Context: an optimization exercise on an open-source flow, tuned for small area, a short achievable clock period and few clock cycles per item. The choices shown serve that exercise and are no tape-out recipe. The RTL was checked by simulation tests, not by an equivalence proof against the original design.

Design average, start of the top module:
module average #(
    parameter NOF_BITS = 32,
    parameter WIDTH = 32
) (
    input  wire                     clk,
    input  wire                     rst_n,
    input  wire                     start,
    input  wire                     data_first,
    input  wire                     data_last,
    input  wire [NOF_BITS-1:0]      data_in,
    output wire [NOF_BITS:0]        data_out,
    output reg                      busy,
    output reg                      TO,
    output reg                      done
);
export LEC_CHECK = 0
export CAP_MARGIN = 20
export CORE_MARGIN = 2
export CORE_UTILIZATION = 50
export CTS_BUF_LIST = sky130_fd_sc_hd__clkbuf_4 sky130_fd_sc_hd__clkbuf_8
export CTS_CLUSTER_SIZE = 30
export GPL_TIMING_DRIVEN = 1
export SETUP_SLACK_MARGIN = 5
export SLEW_MARGIN = 20
create_clock -name core_clock -period 8.0 [get_ports {clk}]
standard.sh (not shown) runs the stock make flow with config.mk's settings and CLKGATE_MAP_FILE= SYNTH_SCRIPT=/design/flow/synth_recipe.tcl, a recipe that flattens the netlist after the stock synthesis.
==> flow/flow/run.sh <==
#!/bin/bash
set -euo pipefail
bash standard.sh SETUP_SLACK_MARGIN=5.25 "BUFFER_PORTS_ARGS=-buffer_cell sky130_fd_sc_hd__buf_1" finish > make_finish.log 2>&1
The first run finished clean.
Testbench counts at the start, summed over its fixed seeds: cycles 27,663, items 800.
Then changed:
--- a/flow/config.mk
+++ b/flow/config.mk
@@ -7,2 +7,3 @@
 export LEC_CHECK = 0
+export ABC_AREA = 1
 export CAP_MARGIN = 20
@@ -12,3 +13,2 @@
 export CTS_CLUSTER_SIZE = 30
-export GPL_TIMING_DRIVEN = 1
 export SETUP_SLACK_MARGIN = 5
What happened: Register-to-register slack improved by 0.19 ns. Worst hold slack got worse by 0.018 ns. Count of clock-buffer cells in the layout went up by 1. Global-route usage went up by 1.6 points.
Then changed:
==> flow/flow/run.sh (replaced) <==
#!/bin/bash
set -euo pipefail
bash standard.sh SETUP_SLACK_MARGIN=5.2 "BUFFER_PORTS_ARGS=-buffer_cell sky130_fd_sc_hd__buf_1" finish > make_finish.log 2>&1
--- a/flow/config.mk
+++ b/flow/config.mk
@@ -7,3 +7,2 @@
 export LEC_CHECK = 0
-export ABC_AREA = 1
 export CAP_MARGIN = 20
Effect: Cell count went down by 24%; die area went down by 8.3%; via count went down by 16%; setup slack got worse by 0.019 ns; area after synthesis went down by 8.5%; wire length went down by 13%; core utilization went up by 3.4 points; final area went down by 3.5%; maximum frequency went down by 0.69%.
Then changed:
==> flow/flow/run.sh (replaced) <==
#!/bin/bash
set -euo pipefail
bash standard.sh SETUP_SLACK_MARGIN=5.25 "BUFFER_PORTS_ARGS=-buffer_cell sky130_fd_sc_hd__buf_1" finish > make_finish.log 2>&1
--- a/flow/config.mk
+++ b/flow/config.mk
@@ -9,3 +9,3 @@
 export CORE_MARGIN = 2
-export CORE_UTILIZATION = 50
+export CORE_UTILIZATION = 60
 export CTS_BUF_LIST = sky130_fd_sc_hd__clkbuf_4 sky130_fd_sc_hd__clkbuf_8
Outcome:
- wire length came out higher by 3.7%
- cell area came out higher by 1.2%
- area after synthesis is unchanged
- worst setup slack improved by 0.056 ns
Then changed:
==> flow/flow/run.sh (replaced) <==
#!/bin/bash
set -euo pipefail
bash standard.sh SETUP_SLACK_MARGIN=5.5 "BUFFER_PORTS_ARGS=-buffer_cell sky130_fd_sc_hd__buf_1" finish > make_finish.log 2>&1
--- a/flow/config.mk
+++ b/flow/config.mk
@@ -7,5 +7,6 @@
 export LEC_CHECK = 0
+export ABC_AREA = 1
 export CAP_MARGIN = 20
 export CORE_MARGIN = 2
-export CORE_UTILIZATION = 60
+export CORE_UTILIZATION = 50
 export CTS_BUF_LIST = sky130_fd_sc_hd__clkbuf_4 sky130_fd_sc_hd__clkbuf_8
Result:
- non-clock buffer count rose by 15
- area after synthesis rose by roughly a tenth
- cell area rose by a little under a tenth
- die area rose by a quarter to a third

========
average again, from the RTL that the note above started with.
==> flow/design.v (excerpt) <==
module average #(
    parameter NOF_BITS = 32,
    parameter WIDTH = 32
) (
    input  wire                     clk,
    input  wire                     rst_n,
    input  wire                     start,
    input  wire                     data_first,
    input  wire                     data_last,
    input  wire [NOF_BITS-1:0]      data_in,
    output wire [NOF_BITS:0]        data_out,
    output reg                      busy,
    output reg                      TO,
    output reg                      done
);
==> flow/config.mk <==
export PLATFORM = sky130hd
export DESIGN_NAME = average
export DESIGN_NICKNAME = average
export VERILOG_FILES = /design/flow/design.v
export SDC_FILE = /design/flow/constraint.sdc
export NUM_CORES = 4
export LEC_CHECK = 0
export CAP_MARGIN = 20
export CORE_MARGIN = 2
export CORE_UTILIZATION = 50
export CTS_BUF_LIST = sky130_fd_sc_hd__clkbuf_4 sky130_fd_sc_hd__clkbuf_8
export CTS_CLUSTER_SIZE = 30
export SETUP_SLACK_MARGIN = 5
export SLEW_MARGIN = 20
==> flow/constraint.sdc <==
create_clock -name core_clock -period 8.0 [get_ports {clk}]
set_input_delay 1.6000 -clock core_clock [delete_from_list [all_inputs] [get_ports {clk}]]
set_output_delay 1.6000 -clock core_clock [all_outputs]
set_load 0.01 [all_outputs]
==> flow/flow/run.sh <==
#!/bin/bash
set -euo pipefail
bash standard.sh SETUP_SLACK_MARGIN=5.25 "BUFFER_PORTS_ARGS=-buffer_cell sky130_fd_sc_hd__buf_1" finish > make_finish.log 2>&1
Testbench counts at the start, summed over its fixed seeds: cycles 27,663, items 800.
==> next run, changes <==
CORE_UTILIZATION = 42   (was 50)
Routed wire length goes up by 1.9%.
Synthesized area stays the same.
Final area goes up by 0.92%.
Final cell count goes up by about 2.2%.
Hold slack loses 0.0086 ns.
Core utilization goes down by 9.5 points.
Global-route usage goes down by 2.7 points.
==> next run, changes <==
==> flow/flow/run.sh (replaced) <==
#!/bin/bash
set -euo pipefail
bash standard.sh SETUP_SLACK_MARGIN=5.4 "BUFFER_PORTS_ARGS=-buffer_cell sky130_fd_sc_hd__buf_1" finish > make_finish.log 2>&1
CORE_UTILIZATION = 60   (was 42)
The new run went through all stages and came out clean.
Via count is higher by 3.7%.
Final area grows by 3.2%.
Wire length went up by about 4%.
Final cell count goes down by 3.2%.
Hold slack hardly moves.
Die area decreases by 29%.
First-iteration DRC count increases by about 50%.
==> next run, changes <==
==> flow/flow/run.sh (replaced) <==
#!/bin/bash
set -euo pipefail
bash standard.sh SETUP_SLACK_MARGIN=5.25 "BUFFER_PORTS_ARGS=-buffer_cell sky130_fd_sc_hd__buf_1" finish > make_finish.log 2>&1
ABC_CLOCK_PERIOD_IN_PS = 2700   (was default)
CORE_UTILIZATION = 50   (was 60)
Sequential share of layout area rises by 0.49 points.
Setup slack gets worse by 0.029 ns.
First-iteration DRC count is lower by 25%.
Critical path depth is unchanged.
Global-route usage is lower by 5.7 points.
Utilization shrinks by 14 points.
Non-clock buffer count falls by 21.

==> static timing again, ports no longer ideal <==
The flow's constraints put no driver on any port. The routed layouts listed below were extracted and timed again, unchanged, in two steps. Step 1 (the two cells are an assumption about what drives the block):
set clk [get_ports {clk}]
set_driving_cell -lib_cell sky130_fd_sc_hd__clkbuf_16 $clk
set_driving_cell -lib_cell sky130_fd_sc_hd__buf_2 [delete_from_list [all_inputs] $clk]
Step 2 times the ports against the registers' clock, not the clock port: input delays grow and output delays shrink by t, the midpoint of the rising clock arrivals with the driver on. a / b / c = ideal / step 1 / step 2; a / b = the first two.
run | shift t [ns] | setup slack, ns | worst slew at a driven data input, ns
the first run of note 1 | 0.423 | 5.334 / 5.334 / 5.334 | 0.04
the second run of note 1 | 0.427 | 5.284 / 5.246 / 5.515 | 0.03
the third run of note 1 | 0.424 | 5.265 / 5.265 / 5.265 | 0.03
the fourth run of note 1 | 0.418 | 5.321 / 5.297 / 5.321 | 0.04
the fifth run of note 1 | 0.428 | 5.399 / 5.360 / 5.523 | 0.04
the first run of note 2 | 0.423 | 5.334 / 5.334 / 5.334 | 0.04
the second run of note 2 | 0.424 | 5.257 / 5.257 / 5.257 | 0.04
the third run of note 2 | 0.433 | 5.363 / 5.363 / 5.363 | 0.04
the fourth run of note 2 | 0.423 | 5.334 / 5.334 / 5.334 | 0.04
After both steps every run listed still meets setup and hold.
